Context: an optimization exercise on an open-source flow, tuned for small area and a short achievable clock period. The choices shown serve that exercise and are no tape-out recipe. The RTL was checked by simulation tests, not by an equivalence proof against the original design.

==> flow/design.v (outline; a module is shown in full before it is edited, if it fits) <==
// module PWM_duty_cycle: 980 lines
module PWM_duty_cycle (
    input clk,
    input rst,
    input pwm_in,
    output reg [7:0] duty_cycle
);
  // ...
==> flow/run.sh <==
#!/bin/bash
# synth_recipe.tcl (not shown) runs the flow's synth.tcl, then flattens the netlist and writes it again
# the make line also repeats each setting of config.mk as NAME=value (left out here)
make -C /OpenROAD-flow-scripts/flow DESIGN_CONFIG=/design/flow/config.mk WORK_HOME=/design/flow/orfs CLKGATE_MAP_FILE= SYNTH_SCRIPT=/design/flow/synth_recipe.tcl finish
==> flow/config.mk <==
export PLATFORM = sky130hd
export DESIGN_NAME = PWM_duty_cycle
export DESIGN_NICKNAME = PWM_duty_cycle
export VERILOG_FILES = /design/flow/design.v
export SDC_FILE = /design/flow/constraint.sdc
export NUM_CORES = 4
export LEC_CHECK = 0
export CAP_MARGIN = 20
export CORE_MARGIN = 2
export CORE_UTILIZATION = 40
export SLEW_MARGIN = 20
==> flow/constraint.sdc <==
create_clock -name core_clock -period 110.0 [get_ports {clk}]
set_input_delay 22.0000 -clock core_clock [delete_from_list [all_inputs] [get_ports {clk}]]
set_output_delay 22.0000 -clock core_clock [all_outputs]
set_load 0.01 [all_outputs]
==> metrics.md, run 1 <==
| Metric | Value |
|---|---|
| GRT Overall Usage | `around 19%` |
| Initial DRC count | `609` |
| Post-synth EDFFs | `0` |
| Setup ws final | `86.11 ns` |
| Grt met1 use | `24.04%` |
| DP HPWL | `26,370 um` |
| Multi-In Gates | `1,254` |
| Root buf cell | `clkbuf_16` |
| Cell depth of the worst setup path | `6` |
| ClkCell Share | `2.217%` |
| First-pass GRT wire length | `roughly 56,000 um` |
| Worst clock skew | `0.01553 ns` |
| Initial Utilization | `40.32%` |
| Final hold slack | `around 0.48 ns` |
| Compound-Gate Fraction of Synth Area | `11.28%` |
| RSZ-0062 raised after global routing | `no` |
| Crit. Startpoint | `pwm_in` |
| Max-slew violations | `0` |
| Die Span Y | `a little under 200 um` |
| FP Rows | `69` |
| CORE AREA | `between 0.03 and 0.04 mm2` |
| Reg-to-Reg Start | `t[0]` |
| H-tree levels | `3` |
| WL/cell | `16.13 um` |
| Post-cts resize count | `0` |
| Post-layout util | `42.95%` |
| Syn_nets | `1,825` |
| Status | `complete, no violations` |
| M3 GR Usage | `under 10%` |
| Largest net degree at the start of global routing | `48` |
| CP Max Fanout | `18` |
| Critical Path Slowest Stage Cell | `clkdlybuf4s50_1` |
| Unique masters post-synth | `74` |
| Period Utilization, post-route | `21.72%` |
| Hold Path Depth | `2` |
| Vias in the first global route | `approximately 11,000` |
==> run 2, diff against run 1 <==
--- a/flow/design.v
+++ b/flow/design.v
@@ -952,29 +952,31 @@
     wire [15:0] s4r0 = s4ge0 ? s4d0[15:0] : s4v0[15:0];
     wire [7:0] q = {qr7, s4ge6, s4ge5, s4ge4, s4ge3, s4ge2, s4ge1, s4ge0};
     always @(posedge clk) begin
         pr2 <= s1r14;
         pr3 <= s2r10;
         pr4 <= s3r7;
         qr7 <= s3ge7;
     end
-    always @(posedge clk or posedge rst) begin
-        if (rst) begin
+    always @(posedge clk) begin
+        if (fe) begin
             a <= 21'd25;
             t <= 16'd0;
+        end else begin
+            t <= T3;
+            if (pwm_in) a <= a_inc;
+        end
+    end
+    always @(posedge clk or posedge rst) begin
+        if (rst) begin
             p <= 1'b0;
             first <= 1'b1;
             duty_cycle <= 8'd0;
         end else begin
             if (fe) begin
                 if (!first && !tz4[0]) duty_cycle <= q;
                 first <= 1'b0;
-                a <= 21'd25;
-                t <= 16'd0;
-            end else begin
-                t <= T3;
-                if (pwm_in) a <= a_inc;
             end
             p <= pwm_in;
         end
     end
 endmodule
==> flow/config.mk (replaced) <==
export PLATFORM = sky130hd
export DESIGN_NAME = PWM_duty_cycle
export DESIGN_NICKNAME = PWM_duty_cycle
export VERILOG_FILES = /design/flow/design.v
export SDC_FILE = /design/flow/constraint.sdc
export NUM_CORES = 4
export LEC_CHECK = 0
export CAP_MARGIN = 20
export CORE_MARGIN = 2
export CORE_UTILIZATION = 40
export SLEW_MARGIN = 60
==> metrics.md, run 2 <==
| Metric | Value |
|---|---|
| Period Utilization, post-route | `21.72% (about the same)` |
| First-pass GRT wire length | `53,120 um (was 55,630 um)` |
| Top_reg_cell synth | `dfxtp_1 (was dfrtp_1)` |
| Final setup fails | `0 (unchanged)` |
| Vias in the first global route | `10,760 (was 11,170)` |
| Clock transition at path regs | `0.08 ns (was 0.07 ns)` |
| I/O pins | `11 (unchanged)` |
| CTS Buf Count | `9 (unchanged)` |
| Critical Path Slowest Stage Cell | `clkdlybuf4s50_1 (unchanged)` |
| Area contributors post-synth | `fa_1 24%, ha_1 12%, dfxtp_1 11%, mux2_2 6.3%, mux2i_1 6.1% (was fa_1 24%, ha_1 12%, dfrtp_1 7.6%, mux2i_1 6.1%, mux2_2 5.6%)` |
| Setup ws final | `86.11 ns (about the same)` |
| FP Rows | `68 (was 69)` |
| WL/cell | `15.70 um (was 16.13 um)` |
| Asr flop ratio synth | `11.63% (was 54.65%)` |
| Setup slack at placement | `85.77 ns (was 85.71 ns)` |
| Min Tclk post-route | `23.89 ns (about the same)` |
| Post-layout util | `43.83% (was 42.95%)` |
| Cell count after placement | `1,936 (was 1,958)` |
| Syn Area/Cell | `9.214 um2 (was 9.318 um2)` |
| Initial DRC count | `491 (was 609)` |
| Post-synth EDFFs | `0 (unchanged)` |
| Clock sinks | `86 (unchanged)` |
| Remaining antenna violation count | `0 (unchanged)` |
| Relative slew slack | `61.13% (was 33.70%)` |
| Most frequent cells in the layout | `167 x fa_1, 131 x ha_1, 122 x inv_1, 117 x nor2_1, 99 x nand2_1 (was 167 x fa_1, 131 x ha_1, 124 x inv_1, 101 x nor2_1, 98 x nand2_1)` |
| Layout Nets | `1,793 (was 1,809)` |
| Largest register by flop count | `a (unchanged)` |
| Crit path DAT | `24.18 ns (was 24.14 ns)` |
| Met2 wire len | `15,420 um (was 15,910 um)` |
| Routed vias/inst | `5.338 (was 5.411)` |
| Max Freq | `0.04186 GHz (about the same)` |
| # hold bufs at CTS | `0 (unchanged)` |
| Root buf cell | `clkbuf_16 (unchanged)` |
| GRT Overall Usage | `17.98% (was 18.57%)` |
| Critical Path End Type | `flop (unchanged)` |
| Die area | `0.03608 mm2 (was 0.03703 mm2)` |
| Worst-Margin Slew | `0.5783 ns (was 0.9870 ns)` |
| Worst path required time | `110.29 ns (was 110.25 ns)` |
| Detailed-router iteration count before antenna repair | `5 (unchanged)` |
| Max-cap violations | `0 (unchanged)` |
| Top Registers | `a (21), pr4 (16), t (16) (unchanged)` |
| Port bufs | `10 (unchanged)` |
| Final Hold Viols | `0 (unchanged)` |
| Sequential element share of the synthesized area | `12.82% (was 13.81%)` |
| Vias after detailed routing | `10,420 (was 10,680)` |
| RSZ-0062 raised after global routing | `no (unchanged)` |
| Die X | `189.9 um (was 192.4 um)` |
| Die Span Y | `189.9 um (was 192.4 um)` |
| Syn_nets | `1,802 (was 1,825)` |
| Status | `complete, no violations (unchanged)` |
| Synthesis Warnings | `1 (unchanged)` |
| Post-CTS Setup Repair Bufs | `0 (unchanged)` |
| Worst min path class | `reg2reg (unchanged)` |
| Initial Utilization | `40.33% (was 40.32%)` |
| Met3 Routed Length | `625 um (was 712 um)` |
| Largest net degree at the start of global routing | `35 (was 48)` |
| Crit Path Class | `in2reg (unchanged)` |
| Max-slew violations | `0 (unchanged)` |
| Initial antenna violation count | `0 (unchanged)` |
| Commonest non-fill, non-tap cell in the layout | `fa_1 (unchanged)` |
| Worst clock skew | `0.01215 ns (was 0.01553 ns)` |
| Max reg flops | `21 (unchanged)` |
| Synth top area share | `24.17% (was 23.54%)` |
| H-tree levels | `3 (unchanged)` |
| Post-Route WL | `30,640 um (was 31,850 um)` |
| Crit-path cells | `clkdlybuf4s50_1 -> nand2_1 -> a21oi_1 -> and3_1 -> and2_0 -> nand2_1 -> or3_1 -> a21oi_1 (was clkdlybuf4s50_1 -> nor2b_1 -> buf_4 -> nand3b_1 -> a211o_1 -> o31a_1)` |
| Area Overhead vs Synth | `8.676% (was 6.520%)` |
| Final Wtd Congestion | `0.8111 (was 0.8188)` |
| DRT met1 WL | `14,220 um (was 14,780 um)` |
| Share of cells above drive strength 1 | `11.82% (was 9.253%)` |
| Max clock buf depth | `2 (unchanged)` |
| Reg2Reg Setup Slack | `88.54 ns (was 87.86 ns)` |
| Syn Inst Count | `1,501 (was 1,524)` |
| DR DRC count | `0 (unchanged)` |
| CORE AREA | `0.03429 mm2 (was 0.03522 mm2)` |
| Setup_tns | `0 ns (unchanged)` |
| DP HPWL | `25,340 um (was 26,370 um)` |
| Unique masters post-synth | `71 (was 74)` |
| Antenna fix cells | `0 (unchanged)` |
| Worst skew pair latency | `0.36 ns (was 0.37 ns)` |
| CP Max Fanout | `14 (was 18)` |
| Crit path launch type | `input port (unchanged)` |
| Synthesized flop and latch total | `86 (unchanged)` |
| Post-Syn Area | `0.01383 mm2 (was 0.01420 mm2)` |
| Most common cell in the netlist | `fa_1 (unchanged)` |
| Grt total ovfl | `0 (unchanged)` |
| Post-cts resize count | `0 (unchanged)` |
| Synth top cells by count | `167 x fa_1, 131 x ha_1, 126 x inv_1 (was 167 x fa_1, 131 x ha_1, 125 x inv_1)` |
| Area leader, netlist | `fa_1 (unchanged)` |
| Max Used Layer | `met4 (unchanged)` |
| CTS tree | `built (unchanged)` |
| Non-Filler Instances | `1,952 (was 1,974)` |
| Max incr delay on CP | `0.75 ns (was 0.61 ns)` |
run 2: critical path: cells and delay by family:
| kind | cells | cell delay, ns |
|---|---|---|
| buffers and inverters | 1 | 0.75 |
| and+or+nand+nor | 5 | 1.08 |
| AOI/OAI and AO/OA | 2 | 0.34 |
run 2: cell type report:
type	instances	area, um2
Sequential cell	86	1784
Clock buffer	9	225.2
Tap cell	455	569.3
Inverter	126	473.0
Timing Repair Buffer	34	280.3
Clock inverter	7	90.09
Fill cell	3319	19260
Multi-Input combinational cell	1235	11610
run 2: kinds of logic after synthesis:
| group | synth area share, % |
|---|---|
| and+or+nand+nor | 14.42 |
| adders and majority gates | 36.03 |
| AOI/OAI and AO/OA | 10.84 |
| buffers and inverters | 5.075 |
| muxes | 12.46 |
| xor gates and xnor gates | 8.360 |
| DFF | 12.82 |
run 2: stage by stage:
stage | hold WS (ns) | cell area, um2
2_1_floorplan | 0.4400 | 13830
3_3_place_gp | 0.4476 | 14470
3_5_place_dp | 0.4549 | 14610
4_1_cts | 0.4728 | 14930
5_1_grt | 0.4825 | 15030
6_report | 0.4665 | 15030
run 2: per-layer routing:
| layer | up-vias | track usage (%) |
|---|---|---|
| li1 | 5156 | - |
| met1 | 5141 | 23.32 |
| met2 | 100 | 32.47 |
| met3 | 22 | 1.716 |
| met4 | 0 | 3.757 |
| met5 | - | 0 |
run 2: final timing paths:
check / start / end / depth (start not counted)
worst min register to register: qr7 / duty_cycle[7] / 1
worst max register to register: a[0] / pr4[1] / 70
max in group asynchronous: rst / first / 2
worst min-delay path: qr7 / duty_cycle[7] / 1
min in group asynchronous: rst / duty_cycle[7] / 2
worst max-delay path: pwm_in / a[20] / 8
==> run 3, diff against run 2 <==
--- a/flow/config.mk
+++ b/flow/config.mk
@@ -8,4 +8,4 @@
 export CAP_MARGIN = 20
 export CORE_MARGIN = 2
 export CORE_UTILIZATION = 40
-export SLEW_MARGIN = 60
+export SLEW_MARGIN = 20
==> metrics.md, run 3 <==
| Metric | Value |
|---|---|
| Layout Nets | `1,793 (unchanged)` |
| Post-Syn Area | `0.01383 mm2 (unchanged)` |
| Reg2reg path depth | `77 (was 70)` |
| H-tree levels | `3 (unchanged)` |
| Crit path launch type | `input port (unchanged)` |
| Initial DRC count | `522 (was 491)` |
| Port bufs | `10 (unchanged)` |
| Top Registers | `a (21), pr4 (16), t (16) (unchanged)` |
| CORE AREA | `0.03429 mm2 (unchanged)` |
| Root buf cell | `clkbuf_16 (unchanged)` |
| Remaining antenna violation count | `0 (unchanged)` |
| CTS Buf Count | `9 (unchanged)` |
| Max reg flops | `21 (unchanged)` |
| Initial Utilization | `40.33% (unchanged)` |
| Fill cells | `3,365 (was 3,319)` |
| Share of cells above drive strength 1 | `9.218% (was 11.82%)` |
| Reg-to-Reg End | `pr2[1] (was pr4[1])` |
| Worst skew pair latency | `0.36 ns (about the same)` |
| Post-CTS Setup Repair Bufs | `0 (unchanged)` |
| Critical Path End Type | `flop (unchanged)` |
| Most common cell in the netlist | `fa_1 (unchanged)` |
| Post-cts resize count | `0 (unchanged)` |
| Area Overhead vs Synth | `6.840% (was 8.676%)` |
| Synthesis Warnings | `1 (unchanged)` |
| Reg2Reg Setup Slack | `87.78 ns (was 88.54 ns)` |
| Unique masters post-synth | `71 (unchanged)` |
| Crit Path Class | `in2reg (unchanged)` |
| Post-synth EDFFs | `0 (unchanged)` |
| First-pass GRT wire length | `53,190 um (was 53,120 um)` |
| Max-slew violations | `0 (unchanged)` |
| Clock transition at path regs | `0.07 ns (was 0.08 ns)` |
| Final Wtd Congestion | `0.8111 (unchanged)` |
| WL/cell | `15.73 um (was 15.70 um)` |
| Final Cell Area | `0.01478 mm2 (was 0.01503 mm2)` |
| I/O pins | `11 (unchanged)` |
| # hold bufs at CTS | `0 (unchanged)` |
| DP HPWL | `25,360 um (was 25,340 um)` |
| Status | `complete, no violations (unchanged)` |
| Largest net degree at the start of global routing | `35 (unchanged)` |
| Die area | `0.03608 mm2 (unchanged)` |
| Post-layout util | `43.09% (was 43.83%)` |
| Max Freq | `0.04196 GHz (was 0.04186 GHz)` |
| Initial antenna violation count | `0 (unchanged)` |
| Crit-path cells | `clkdlybuf4s50_1 -> nand2_1 -> a21oi_1 -> and3_1 -> and2_0 -> nand2_1 -> or3_1 -> a21oi_1 (unchanged)` |
| Crit path max-delay family | `simple AND/OR/NAND/NOR gates (unchanged)` |
| Max incr delay on CP | `0.74 ns (was 0.75 ns)` |
| Syn Area/Cell | `9.214 um2 (unchanged)` |
| RSZ-0062 raised after global routing | `no (unchanged)` |
| Asr flop ratio synth | `11.63% (unchanged)` |
| Vias after detailed routing | `10,380 (was 10,420)` |
| Detailed-router iteration count before antenna repair | `5 (unchanged)` |
| GRT Overall Usage | `18.05% (was 17.98%)` |
| Worst path required time | `110.28 ns (was 110.29 ns)` |
| Synth top area share | `24.17% (unchanged)` |
| FP Rows | `68 (unchanged)` |
| Worst path buffer plus inverter count | `1 (unchanged)` |
| Min Tclk post-route | `23.83 ns (was 23.89 ns)` |
| Syn Inst Count | `1,501 (unchanged)` |
| Area contributors post-synth | `fa_1 24%, ha_1 12%, dfxtp_1 11%, mux2_2 6.3%, mux2i_1 6.1% (unchanged)` |
| Setup_tns | `0 ns (unchanged)` |
| Critical Path Slowest Stage Cell | `clkdlybuf4s50_1 (unchanged)` |
| Commonest non-fill, non-tap cell in the layout | `fa_1 (unchanged)` |
| Hold Path Depth | `1 (unchanged)` |
| Largest register by flop count | `a (unchanged)` |
| Die Span Y | `189.9 um (unchanged)` |
| Grt total ovfl | `0 (unchanged)` |
| Worst min path class | `reg2reg (unchanged)` |
| Routed vias/inst | `5.316 (was 5.338)` |
| Period Utilization, post-route | `21.66% (was 21.72%)` |
| Worst-Margin Slew | `1.073 ns (was 0.5783 ns)` |
| Non-Filler Instances | `1,952 (unchanged)` |
| Most frequent cells in the layout | `167 x fa_1, 131 x ha_1, 126 x inv_1, 119 x nor2_1, 99 x nand2_1 (was 167 x fa_1, 131 x ha_1, 122 x inv_1, 117 x nor2_1, 99 x nand2_1)` |
| Max clock buf depth | `2 (unchanged)` |
| Area leader, netlist | `fa_1 (unchanged)` |
| Relative slew slack | `28.35% (was 61.13%)` |
| Clock sinks | `86 (unchanged)` |
| Post-Route WL | `30,700 um (was 30,640 um)` |
| Syn_nets | `1,802 (unchanged)` |
| Max-cap violations | `0 (unchanged)` |
| Crit path DAT | `24.12 ns (was 24.18 ns)` |
| CTS tree | `built (unchanged)` |
| Synth top cells by count | `167 x fa_1, 131 x ha_1, 126 x inv_1 (unchanged)` |
| Final setup fails | `0 (unchanged)` |
| Synthesized flop and latch total | `86 (unchanged)` |
| DR DRC count | `0 (unchanged)` |
| Cell count after placement | `1,936 (unchanged)` |
| Sequential element share of the synthesized area | `12.82% (unchanged)` |
| Vias in the first global route | `10,810 (was 10,760)` |
| Reg-to-Reg Start | `t[1] (was a[0])` |
| Cell area after placement | `0.01447 mm2 (was 0.01461 mm2)` |
| Top_reg_cell synth | `dfxtp_1 (unchanged)` |
| Antenna fix cells | `0 (unchanged)` |
| Hold Crit Start | `qr7 (unchanged)` |
| CP Max Fanout | `14 (unchanged)` |
| Sink of the worst hold path | `duty_cycle[7] (unchanged)` |
| Die X | `189.9 um (unchanged)` |
| Worst clock skew | `0.008773 ns (was 0.01215 ns)` |
| Final Hold Viols | `0 (unchanged)` |
## run 3: cell counts after synthesis
Identical to the previous run, type by type.
## run 3: final cells by class
cell class / instances / area, um2 / area share, %
clock inverters: 7 / 81.33 / 0.5504
repair buffers: 34 / 280.3 / 1.897
clock buffers: 9 / 225.2 / 1.524
well taps: 455 / 569.3 / 3.853
inverters: 126 / 473.0 / 3.201
multi-input cells: 1235 / 11370 / 76.98
flip-flops and latches: 86 / 1773 / 12.00
## run 3: through the flow
stage          worst slack (ns)  hold WS, ns
3_5_place_dp              85.81       0.4507
6_report                  86.17       0.4617
4_1_cts                   86.18       0.4671
3_3_place_gp              85.82       0.4476
2_1_floorplan             86.73       0.4400
5_1_grt                   85.98       0.4814
## run 3: kinds of logic (layout without fill, tap and decap cells)
group / Yosys count / count (layout) / synth area share [%]
and+or+nand+nor: 408 / 408 / 14.42
muxes: 162 / 162 / 12.46
buffers and inverters: 180 / 176 / 5.075
AOI/OAI and AO/OA: 235 / 235 / 10.84
xor gates and xnor gates: 132 / 132 / 8.360
DFF: 86 / 86 / 12.82
adders and majority gates: 298 / 298 / 36.03
## run 3: how the worst max path moves through the flow
stage / startpoint / endpoint / slack, ns / cells after the start
final: pwm_in / a[20] / 86.17 / 8
after global routing: pwm_in / a[20] / 85.98 / 8
after CTS: pwm_in / a[20] / 86.18 / 8
after detailed placement: pwm_in / a[20] / 85.81 / 8
after global placement: pwm_in / a[20] / 85.82 / 8
after floorplan: pwm_in / a[20] / 86.73 / 8
## run 3: per-layer routing
| layer | part of all wire [%] | global-route usage, % | wire length (um) |
|---|---|---|---|
| met4 | 1.3 | 3.727 | 398 |
| met3 | 1.7 | 1.808 | 524 |
| met1 | 47 | 23.30 | 14350 |
| met5 | 0 | 0 | 0 |
| met2 | 50 | 32.66 | 15430 |
==> run 4, diff against run 3 <==
--- a/flow/config.mk
+++ b/flow/config.mk
@@ -8,4 +8,5 @@
 export CAP_MARGIN = 20
 export CORE_MARGIN = 2
 export CORE_UTILIZATION = 40
+export CTS_BUF_LIST = sky130_fd_sc_hd__clkbuf_8
 export SLEW_MARGIN = 20
==> metrics.md, run 4 <==
| Metric | Value |
|---|---|
| Die Span Y | `189.9 um (unchanged)` |
| Antenna fix cells | `0 (unchanged)` |
| Routed vias/inst | `5.307 (was 5.316)` |
| Commonest non-fill, non-tap cell in the layout | `fa_1 (unchanged)` |
| Relative slew slack | `29.99% (was 28.35%)` |
| Die X | `189.9 um (unchanged)` |
| GRT Overall Usage | `17.92% (was 18.05%)` |
| Largest register by flop count | `a (unchanged)` |
| Syn Area/Cell | `9.214 um2 (unchanged)` |
| Worst clock skew | `0.01528 ns (was 0.008773 ns)` |
| Worst min path class | `reg2reg (unchanged)` |
| Crit path launch type | `input port (unchanged)` |
| FP Rows | `68 (unchanged)` |
| Post-CTS Setup Repair Bufs | `0 (unchanged)` |
| Post-Syn Area | `0.01383 mm2 (unchanged)` |
| Crit path max-delay family | `simple AND/OR/NAND/NOR gates (unchanged)` |
| Area contributors post-synth | `fa_1 24%, ha_1 12%, dfxtp_1 11%, mux2_2 6.3%, mux2i_1 6.1% (unchanged)` |
| Worst path required time | `110.32 ns (was 110.28 ns)` |
| Vias in the first global route | `10,770 (was 10,810)` |
| Setup slack at placement | `85.81 ns (unchanged)` |
| CTS tree | `built (unchanged)` |
| Max clock buf depth | `2 (unchanged)` |
| Max reg flops | `21 (unchanged)` |
| DP HPWL | `25,360 um (unchanged)` |
| Post-synth EDFFs | `0 (unchanged)` |
| Clock sinks | `86 (unchanged)` |
| Fill cells | `3,384 (was 3,365)` |
| Min Tclk post-route | `23.80 ns (was 23.83 ns)` |
| Syn_nets | `1,802 (unchanged)` |
| Max Freq | `0.04202 GHz (was 0.04196 GHz)` |
| Port bufs | `10 (unchanged)` |
| Setup_tns | `0 ns (unchanged)` |
| Sink of the worst hold path | `duty_cycle[7] (unchanged)` |
| Period Utilization, post-route | `21.63% (was 21.66%)` |
| Met2 wire len | `15,210 um (was 15,430 um)` |
| Layout Nets | `1,793 (unchanged)` |
| DRT met1 WL | `14,230 um (was 14,350 um)` |
| CTS Buf Count | `9 (unchanged)` |
| Final Wtd Congestion | `0.8111 (unchanged)` |
| Die area | `0.03608 mm2 (unchanged)` |
| Worst path buffer plus inverter count | `1 (unchanged)` |
| Clock transition at path regs | `0.10 ns (was 0.07 ns)` |
| Remaining antenna violation count | `0 (unchanged)` |
| Post-cts resize count | `0 (unchanged)` |
| Met3 Routed Length | `633 um (was 524 um)` |
| Synthesized flop and latch total | `86 (unchanged)` |
| Post-Route WL | `30,490 um (was 30,700 um)` |
| Max Used Layer | `met4 (unchanged)` |
| Reg2reg path depth | `77 (unchanged)` |
| Hold Crit Start | `qr7 (unchanged)` |
| Seq. cell area | `0.001773 mm2 (unchanged)` |
| Syn Inst Count | `1,501 (unchanged)` |
| Critical Path Slowest Stage Cell | `clkdlybuf4s50_1 (unchanged)` |
| Max-cap violations | `0 (unchanged)` |
| Worst-Margin Slew | `1.049 ns (was 1.073 ns)` |
| Crit Path Class | `in2reg (unchanged)` |
| # hold bufs at CTS | `0 (unchanged)` |
| Final Hold Viols | `0 (unchanged)` |
| Grt total ovfl | `0 (unchanged)` |
| I/O pins | `11 (unchanged)` |
| Critical Path End Type | `flop (unchanged)` |
| WL/cell | `15.62 um (was 15.73 um)` |
| Synth top cells by count | `167 x fa_1, 131 x ha_1, 126 x inv_1 (unchanged)` |
| Synthesis Warnings | `1 (unchanged)` |
| Hold Path Depth | `1 (unchanged)` |
| Crit. Startpoint | `pwm_in (unchanged)` |
| Post-layout util | `42.80% (was 43.09%)` |
| RSZ-0062 raised after global routing | `no (unchanged)` |
| Reg-to-Reg End | `pr2[1] (unchanged)` |
| CORE AREA | `0.03429 mm2 (unchanged)` |
| Crit-path cells | `clkdlybuf4s50_1 -> nand2_1 -> a21oi_1 -> and3_1 -> and2_0 -> nand2_1 -> or3_1 -> a21oi_1 (unchanged)` |
| Max incr delay on CP | `0.74 ns (about the same)` |
| Max-slew violations | `0 (unchanged)` |
| Asr flop ratio synth | `11.63% (unchanged)` |
| Initial Utilization | `40.33% (unchanged)` |
| Reg-to-Reg Start | `t[1] (unchanged)` |
| Reg2Reg Setup Slack | `87.80 ns (was 87.78 ns)` |
| Initial DRC count | `538 (was 522)` |
| Setup ws final | `86.20 ns (was 86.17 ns)` |
| Unique masters post-synth | `71 (unchanged)` |
| H-tree levels | `3 (unchanged)` |
| Most frequent cells in the layout | `167 x fa_1, 131 x ha_1, 126 x inv_1, 119 x nor2_1, 99 x nand2_1 (unchanged)` |
| DR DRC count | `0 (unchanged)` |
| Most common cell in the netlist | `fa_1 (unchanged)` |
| Sequential element share of the synthesized area | `12.82% (unchanged)` |
| Status | `complete, no violations (unchanged)` |
| Vias after detailed routing | `10,360 (was 10,380)` |
| Detailed-router iteration count before antenna repair | `5 (unchanged)` |
| Final hold slack | `0.4675 ns (was 0.4617 ns)` |
| Root buf cell | `clkbuf_8 (was clkbuf_16)` |
| Initial antenna violation count | `0 (unchanged)` |
| Area Overhead vs Synth | `6.107% (was 6.840%)` |
| CP Max Fanout | `14 (unchanged)` |
| Worst skew pair latency | `0.39 ns (was 0.36 ns)` |
| Multi-input gate area in the final layout | `0.01137 mm2 (unchanged)` |
| Share of cells above drive strength 1 | `9.218% (unchanged)` |
| Top_reg_cell synth | `dfxtp_1 (unchanged)` |
| Synth top area share | `24.17% (unchanged)` |
| Largest net degree at the start of global routing | `35 (unchanged)` |
| Crit path DAT | `24.12 ns (about the same)` |
| Final setup fails | `0 (unchanged)` |
| Top Registers | `a (21), pr4 (16), t (16) (unchanged)` |
| First-pass GRT wire length | `52,900 um (was 53,190 um)` |
| Area leader, netlist | `fa_1 (unchanged)` |
[run 4: worst max path at each step]
stage                        to  slack, ns  cells past startpoint
after global placement    a[20]      85.82                      8
final                     a[20]      86.20                      8
after global routing      a[20]      86.02                      8
after floorplan           a[20]      86.73                      8
after detailed placement  a[20]      85.81                      8
after CTS                 a[20]      86.22                      8
[run 4: cells by family after synthesis]
| family | after synthesis | synth area share, % |
|---|---|---|
| compound gates | 235 | 10.84 |
| xor+xnor | 132 | 8.360 |
| fa+ha+maj | 298 | 36.03 |
| buf+inv | 180 | 5.075 |
| flops | 86 | 12.82 |
| mux | 162 | 12.46 |
| simple gates | 408 | 14.42 |
[run 4: metal layers]
metal	track usage (%)	vias to the layer above
met5	0	-
met4	3.637	0
met3	1.752	24
met2	32.38	98
met1	23.24	5082
li1	-	5155
[run 4: area by class of cell]
cell class,instances,area share [%]
timing repair buffer,34,1.910
clock buffer,9,0.8441
inverter,126,3.223
multi-input combinational,1235,77.51
sequential,86,12.08
tap,455,3.880
clock inverter,7,0.5542
[run 4: worst register-to-register path: cells and delay by family (launching register included)]
kind                     cells  cell delay [ns]
AO/OA/AOI/OAI                7             1.77
adder cells (fa/ha/maj)     37            12.32
buffers and inverters       13             1.41
flip-flops                   1             0.68
multiplexers                 4             1.22
AND/OR/NAND/NOR             16             4.70
[run 4: metrics by stage]
stage | std cells | cell area [um2]
6_report | 1952 | 14670
5_1_grt | 1952 | 14670
4_1_cts | 1952 | 14670
3_5_place_dp | 1936 | 14470
3_3_place_gp | 1936 | 14470
2_1_floorplan | 1501 | 13830
==> run 5, diff against run 4 <==
--- a/flow/config.mk
+++ b/flow/config.mk
@@ -8,5 +8,6 @@
 export CAP_MARGIN = 20
 export CORE_MARGIN = 2
 export CORE_UTILIZATION = 40
-export CTS_BUF_LIST = sky130_fd_sc_hd__clkbuf_8
+export CTS_BUF_LIST = sky130_fd_sc_hd__clkbuf_4 sky130_fd_sc_hd__clkbuf_8
+export GPL_TIMING_DRIVEN = 0
 export SLEW_MARGIN = 20
==> metrics.md, run 5 <==
| Metric | Value |
|---|---|
| Period Utilization, post-route | `21.59% (was 21.63%)` |
| Top Registers | `a (21), pr4 (16), t (16) (unchanged)` |
| Unique masters post-synth | `71 (unchanged)` |
| CTS Buf Count | `9 (unchanged)` |
| Final Wtd Congestion | `0.8430 (was 0.8111)` |
| Setup ws final | `86.25 ns (was 86.20 ns)` |
| DR DRC count | `0 (unchanged)` |
| Worst skew pair latency | `0.39 ns (about the same)` |
| Vias after detailed routing | `10,660 (was 10,360)` |
| Commonest non-fill, non-tap cell in the layout | `fa_1 (unchanged)` |
| Area Overhead vs Synth | `6.631% (was 6.107%)` |
| Setup_tns | `0 ns (unchanged)` |
| Post-cts resize count | `0 (unchanged)` |
| Final hold slack | `0.4742 ns (was 0.4675 ns)` |
| RSZ-0062 raised after global routing | `no (unchanged)` |
| Synthesized flop and latch total | `86 (unchanged)` |
| Worst min path class | `reg2reg (unchanged)` |
| Min Tclk post-route | `23.75 ns (was 23.80 ns)` |
| Hold Path Depth | `1 (unchanged)` |
| CORE AREA | `0.03429 mm2 (unchanged)` |
| # hold bufs at CTS | `0 (unchanged)` |
| First-pass GRT wire length | `55,880 um (was 52,900 um)` |
| Share of cells above drive strength 1 | `8.312% (was 9.218%)` |
| Most common cell in the netlist | `fa_1 (unchanged)` |
| Asr flop ratio synth | `11.63% (unchanged)` |
| FP Rows | `68 (unchanged)` |
| CP Max Fanout | `10 (was 14)` |
| Reg-to-Reg End | `pr4[12] (was pr2[1])` |
| Worst path required time | `110.26 ns (was 110.32 ns)` |
| Top_reg_cell synth | `dfxtp_1 (unchanged)` |
| Syn Area/Cell | `9.214 um2 (unchanged)` |
| Area leader, netlist | `fa_1 (unchanged)` |
| Max Freq | `0.04210 GHz (was 0.04202 GHz)` |
| Post-CTS Setup Repair Bufs | `0 (unchanged)` |
| DP HPWL | `27,700 um (was 25,360 um)` |
| GRT Overall Usage | `19.13% (was 17.92%)` |
| Worst-Margin Slew | `1.080 ns (was 1.049 ns)` |
| Post-Syn Area | `0.01383 mm2 (unchanged)` |
| Post-layout util | `43.01% (was 42.80%)` |
| Port bufs | `10 (unchanged)` |
| Synth top cells by count | `167 x fa_1, 131 x ha_1, 126 x inv_1 (unchanged)` |
| Remaining antenna violation count | `0 (unchanged)` |
| WL/cell | `16.45 um (was 15.62 um)` |
| H-tree levels | `3 (unchanged)` |
| Initial antenna violation count | `0 (unchanged)` |
| Synthesis Warnings | `1 (unchanged)` |
| Critical Path End Type | `flop (unchanged)` |
| Layout Nets | `1,824 (was 1,793)` |
| Antenna fix cells | `0 (unchanged)` |
| Most frequent cells in the layout | `167 x fa_1, 131 x ha_1, 126 x inv_1, 119 x nor2_1, 99 x nand2_1 (unchanged)` |
| Reg2Reg Setup Slack | `86.83 ns (was 87.80 ns)` |
| Crit path launch type | `input port (unchanged)` |
| Crit. Startpoint | `pwm_in (unchanged)` |
| End of the critical path | `duty_cycle[0] (was a[20])` |
| Max reg flops | `21 (unchanged)` |
| Die area | `0.03608 mm2 (unchanged)` |
| Initial Utilization | `40.33% (unchanged)` |
| Root buf cell | `clkbuf_8 (unchanged)` |
| Clock sinks | `86 (unchanged)` |
| Grt total ovfl | `0 (unchanged)` |
| Initial DRC count | `407 (was 538)` |
| Max clock buf depth | `2 (unchanged)` |
| Relative slew slack | `27.48% (was 29.99%)` |
| Syn Inst Count | `1,501 (unchanged)` |
| Max-cap violations | `0 (unchanged)` |
| Reg2reg path depth | `64 (was 77)` |
| Detailed-router iteration count before antenna repair | `5 (unchanged)` |
| Fill cells | `3,381 (was 3,384)` |
| Largest net degree at the start of global routing | `17 (was 35)` |
| Final setup fails | `0 (unchanged)` |
| Synth top area share | `24.17% (unchanged)` |
| Post-Route WL | `32,630 um (was 30,490 um)` |
| Final Hold Viols | `0 (unchanged)` |
| Crit path DAT | `24.01 ns (was 24.12 ns)` |
| Worst clock skew | `0.01486 ns (was 0.01528 ns)` |
| Post-synth EDFFs | `0 (unchanged)` |
| Die Span Y | `189.9 um (unchanged)` |
| Area contributors post-synth | `fa_1 24%, ha_1 12%, dfxtp_1 11%, mux2_2 6.3%, mux2i_1 6.1% (unchanged)` |
| Sequential element share of the synthesized area | `12.82% (unchanged)` |
| Routed vias/inst | `5.375 (was 5.307)` |
| Syn_nets | `1,802 (unchanged)` |
| Largest register by flop count | `a (unchanged)` |
| Setup slack at placement | `85.81 ns (about the same)` |
| Vias in the first global route | `10,990 (was 10,770)` |
| I/O pins | `11 (unchanged)` |
| CTS tree | `built (unchanged)` |
| Clock transition at path regs | `0.10 ns (about the same)` |
| Reg-to-Reg Start | `t[0] (was t[1])` |
| Status | `complete, no violations (unchanged)` |
| Die X | `189.9 um (unchanged)` |
| Crit Path Class | `in2reg (unchanged)` |
| Max-slew violations | `0 (unchanged)` |
==> run 5: cell counts after synthesis <==
Identical to the previous run, type by type.
==> run 5: per-stage QoR <==
| stage | instance area [um2] | cells |
|---|---|---|
| 5_1_grt | 14750 | 1983 |
| 3_3_place_gp | 14500 | 1966 |
| 6_report | 14750 | 1983 |
| 3_5_place_dp | 14520 | 1967 |
| 2_1_floorplan | 13830 | 1501 |
| 4_1_cts | 14750 | 1983 |
==> run 5: cell type report <==
class                      count  area, um2  share of cell area, %
clock buffer                   9      123.9                 0.8400
timing repair buffer          11      107.6                 0.7297
clock inverter                 7      103.9                 0.7042
multi-input combinational   1235      11370                  77.08
sequential                    86       1773                  12.02
inverter                     126      473.0                  3.207
tap                          455      569.3                  3.861
buffer                        54      229.0                  1.553
==> run 5: kinds of logic after synthesis <==
kind of cell | count (synthesis) | share of synthesized area (%)
compound gates | 235 | 10.84
xor+xnor | 132 | 8.360
fa+ha+maj | 298 | 36.03
buf+inv | 180 | 5.075
flops | 86 | 12.82
mux | 162 | 12.46
simple gates | 408 | 14.42
==> run 5: worst min-delay path by stage <==
stage	slack (ns)	startpoint	to
after detailed placement	0.45	qr7	duty_cycle[7]
after floorplan	0.44	qr7	duty_cycle[7]
final	0.47	qr7	duty_cycle[7]
after global placement	0.45	qr7	duty_cycle[7]
after global routing	0.49	qr7	duty_cycle[7]
after CTS	0.48	qr7	duty_cycle[7]
==> run 5: critical path: stages <==
cell             delay, ns
clkdlybuf4s50_1       0.51
nor2b_1               0.14
clkbuf_1              0.39
nor2b_1               0.22
o41ai_2               0.14
clkbuf_1              0.26
nor3_1                0.24
a32oi_1               0.11
==> run 5: per-layer routing <==
metal  routed length (um)  global-route usage (%)  vias up
met4                  639                   4.860        0
met1                15100                   25.20     5258
met2                16110                   33.62      133
met3                  783                   1.882       42
met5                    0                       0        -
li1                     -                       -     5226
==> run 6, diff against run 5 <==
--- a/flow/config.mk
+++ b/flow/config.mk
@@ -9,5 +9,4 @@
 export CORE_MARGIN = 2
 export CORE_UTILIZATION = 40
 export CTS_BUF_LIST = sky130_fd_sc_hd__clkbuf_4 sky130_fd_sc_hd__clkbuf_8
-export GPL_TIMING_DRIVEN = 0
 export SLEW_MARGIN = 20
==> metrics.md, run 6 <==
| Metric | Value |
|---|---|
| Synth top area share | `24.17% (unchanged)` |
| First-pass GRT wire length | `52,900 um (was 55,880 um)` |
| Top Registers | `a (21), pr4 (16), t (16) (unchanged)` |
| Asr flop ratio synth | `11.63% (unchanged)` |
| Initial DRC count | `538 (was 407)` |
| Period Utilization, post-route | `21.63% (was 21.59%)` |
| Synthesized flop and latch total | `86 (unchanged)` |
| Non-Filler Instances | `1,952 (was 1,983)` |
| Worst skew pair latency | `0.39 ns (about the same)` |
| Worst min path class | `reg2reg (unchanged)` |
| CTS Buf Count | `9 (unchanged)` |
| Commonest non-fill, non-tap cell in the layout | `fa_1 (unchanged)` |
| Die area | `0.03608 mm2 (unchanged)` |
| Grt total ovfl | `0 (unchanged)` |
| Detailed-router iteration count before antenna repair | `5 (unchanged)` |
| Synth top cells by count | `167 x fa_1, 131 x ha_1, 126 x inv_1 (unchanged)` |
| Min Tclk post-route | `23.80 ns (was 23.75 ns)` |
| Layout Nets | `1,793 (was 1,824)` |
| Root buf cell | `clkbuf_8 (unchanged)` |
| M3 GR Usage | `1.752% (was 1.882%)` |
| WL/cell | `15.62 um (was 16.45 um)` |
| Max reg flops | `21 (unchanged)` |
| I/O pins | `11 (unchanged)` |
| Largest register by flop count | `a (unchanged)` |
| Port bufs | `10 (unchanged)` |
| Crit path launch type | `input port (unchanged)` |
| Post-cts resize count | `0 (unchanged)` |
| Crit. Startpoint | `pwm_in (unchanged)` |
| FP Rows | `68 (unchanged)` |
| Routing usage on met2 | `32.38% (was 33.62%)` |
| Synthesis Warnings | `1 (unchanged)` |
| Top_reg_cell synth | `dfxtp_1 (unchanged)` |
| Max-cap violations | `0 (unchanged)` |
| Most frequent cells in the layout | `167 x fa_1, 131 x ha_1, 126 x inv_1, 119 x nor2_1, 99 x nand2_1 (unchanged)` |
| Critical Path End Type | `flop (unchanged)` |
| Clock sinks | `86 (unchanged)` |
| Worst path required time | `110.32 ns (was 110.26 ns)` |
| Final Cell Area | `0.01467 mm2 (was 0.01475 mm2)` |
| Worst-Margin Slew | `1.049 ns (was 1.080 ns)` |
| Final Wtd Congestion | `0.8111 (was 0.8430)` |
| Die X | `189.9 um (unchanged)` |
| Max incr delay on CP | `0.74 ns (was 0.51 ns)` |
| CP Max Fanout | `14 (was 10)` |
| Setup_tns | `0 ns (unchanged)` |
| Remaining antenna violation count | `0 (unchanged)` |
| Most common cell in the netlist | `fa_1 (unchanged)` |
| Antenna fix cells | `0 (unchanged)` |
| Critical Path Slowest Stage Cell | `clkdlybuf4s50_1 (unchanged)` |
| H-tree levels | `3 (unchanged)` |
| Syn Area/Cell | `9.214 um2 (unchanged)` |
| Sequential element share of the synthesized area | `12.82% (unchanged)` |
| GRT busiest layer | `met2 (unchanged)` |
| GRT Overall Usage | `17.92% (was 19.13%)` |
| DR DRC count | `0 (unchanged)` |
| Vias after detailed routing | `10,360 (was 10,660)` |
| Reg-to-Reg Start | `t[1] (was t[0])` |
| Area Overhead vs Synth | `6.107% (was 6.631%)` |
| # hold bufs at CTS | `0 (unchanged)` |
| Share of cells above drive strength 1 | `9.218% (was 8.312%)` |
| Clock transition at path regs | `0.10 ns (about the same)` |
| Max clock buf depth | `2 (unchanged)` |
| Crit path DAT | `24.12 ns (was 24.01 ns)` |
| Post-CTS Setup Repair Bufs | `0 (unchanged)` |
| Unique masters post-synth | `71 (unchanged)` |
| Final setup fails | `0 (unchanged)` |
| Status | `complete, no violations (unchanged)` |
| Relative slew slack | `29.99% (was 27.48%)` |
| Post-Route WL | `30,490 um (was 32,630 um)` |
| Grt met1 use | `23.24% (was 25.20%)` |
| Initial Utilization | `40.33% (unchanged)` |
| Crit-path cells | `clkdlybuf4s50_1 -> nand2_1 -> a21oi_1 -> and3_1 -> and2_0 -> nand2_1 -> or3_1 -> a21oi_1 (was clkdlybuf4s50_1 -> nor2b_1 -> clkbuf_1 -> nor2b_1 -> o41ai_2 -> clkbuf_1 -> nor3_1 -> a32oi_1)` |
| Routed vias/inst | `5.307 (was 5.375)` |
| CTS tree | `built (unchanged)` |
| Cell area after placement | `0.01447 mm2 (was 0.01452 mm2)` |
| Crit Path Class | `in2reg (unchanged)` |
| Max Freq | `0.04202 GHz (was 0.04210 GHz)` |
| Area leader, netlist | `fa_1 (unchanged)` |
| Syn Inst Count | `1,501 (unchanged)` |
| Final Hold Viols | `0 (unchanged)` |
| Vias in the first global route | `10,770 (was 10,990)` |
| Worst clock skew | `0.01528 ns (was 0.01486 ns)` |
| Syn_nets | `1,802 (unchanged)` |
| Fill cells | `3,384 (was 3,381)` |
| RSZ-0062 raised after global routing | `no (unchanged)` |
| Post-synth EDFFs | `0 (unchanged)` |
| Hold Crit Start | `qr7 (unchanged)` |
| CORE AREA | `0.03429 mm2 (unchanged)` |
| Area contributors post-synth | `fa_1 24%, ha_1 12%, dfxtp_1 11%, mux2_2 6.3%, mux2i_1 6.1% (unchanged)` |
| Max-slew violations | `0 (unchanged)` |
| Post-Syn Area | `0.01383 mm2 (unchanged)` |
| Cell count after placement | `1,936 (was 1,967)` |
| DP HPWL | `25,360 um (was 27,700 um)` |
| Die Span Y | `189.9 um (unchanged)` |
| Initial antenna violation count | `0 (unchanged)` |
| Largest net degree at the start of global routing | `35 (was 17)` |
## run 6: layout make-up
type                       instances  area (um2)  area share, %
timing repair buffer              34       280.3          1.910
tap                              455       569.3          3.880
clock buffer                       9       123.9         0.8441
inverter                         126       473.0          3.223
sequential                        86        1773          12.08
clock inverter                     7       81.33         0.5542
multi-input combinational       1235       11370          77.51
## run 6: metal layers
layer,vias up,routed length [um]
met3,24,633
met2,98,15210
met4,0,414
li1,5155,-
met1,5082,14230
met5,-,0
## run 6: kinds of logic after synthesis
group / Yosys count / synth area share, %
and+or+nand+nor: 408 / 14.42
muxes: 162 / 12.46
buffers and inverters: 180 / 5.075
adders and majority gates: 298 / 36.03
DFF: 86 / 12.82
AOI/OAI and AO/OA: 235 / 10.84
xor gates and xnor gates: 132 / 8.360
## run 6: through the flow
step | util, % | hold slack, ns | setup WS [ns]
final | 42.80 | 0.4675 | 86.20
after global routing | 42.80 | 0.4886 | 86.02
after CTS | 42.80 | 0.4737 | 86.22
after detailed placement | 42.20 | 0.4507 | 85.81
after global placement | 42.20 | 0.4476 | 85.82
after floorplan | - | 0.4400 | 86.73
## run 6: worst max-delay path, delay by kind of cell
family	cells	cell delay (ns)
and+or+nand+nor	5	1.04
buffers and inverters	1	0.74
AOI/OAI and AO/OA	2	0.34
## run 6: path summary, 6_finish.rpt
| kind | to | slack (ns) | depth (start not counted) |
|---|---|---|---|
| max | a[20] | 86.20 | 8 |
| min | duty_cycle[7] | 0.47 | 1 |
| max reg2reg | pr2[1] | 87.80 | 77 |
| min reg2reg | duty_cycle[7] | 0.47 | 1 |
| max in group asynchronous | first | 87.71 | 2 |
| min in group asynchronous | duty_cycle[0] | 21.93 | 2 |

[re-timing with driven ports]
In the flow no input, the clock included, has a driving cell. The finished layouts below were timed again as built, in two steps. Step 1 sets driving cells, clkbuf_16 on the clock port and buf_2 on the other inputs (assumed; they add their load-dependent delay and slew). Step 2, shift: input delay + t, output delay - t, t = (earliest + latest rising clock arrival at the registers) / 2. This alone moves slack from input paths to output paths. Slacks: no drivers / after step 1 / after step 2; pairs: no drivers / after step 1.
run | t (ns) | setup slack, ns | clock arrival spread, ns
run 1 | 0.409 | 86.110 / 86.141 / 85.732 | 0.015 / 0.016
run 2 | 0.399 | 86.113 / 86.140 / 85.742 | 0.012 / 0.013
run 3 | 0.402 | 86.169 / 86.197 / 85.795 | 0.009 / 0.009
run 4 | 0.429 | 86.203 / 86.228 / 85.799 | 0.015 / 0.015
run 5 | 0.428 | 86.249 / 86.275 / 85.847 | 0.015 / 0.015
run 6 | 0.429 | 86.203 / 86.228 / 85.799 | 0.015 / 0.015
After both steps setup and hold are still met in every run listed.
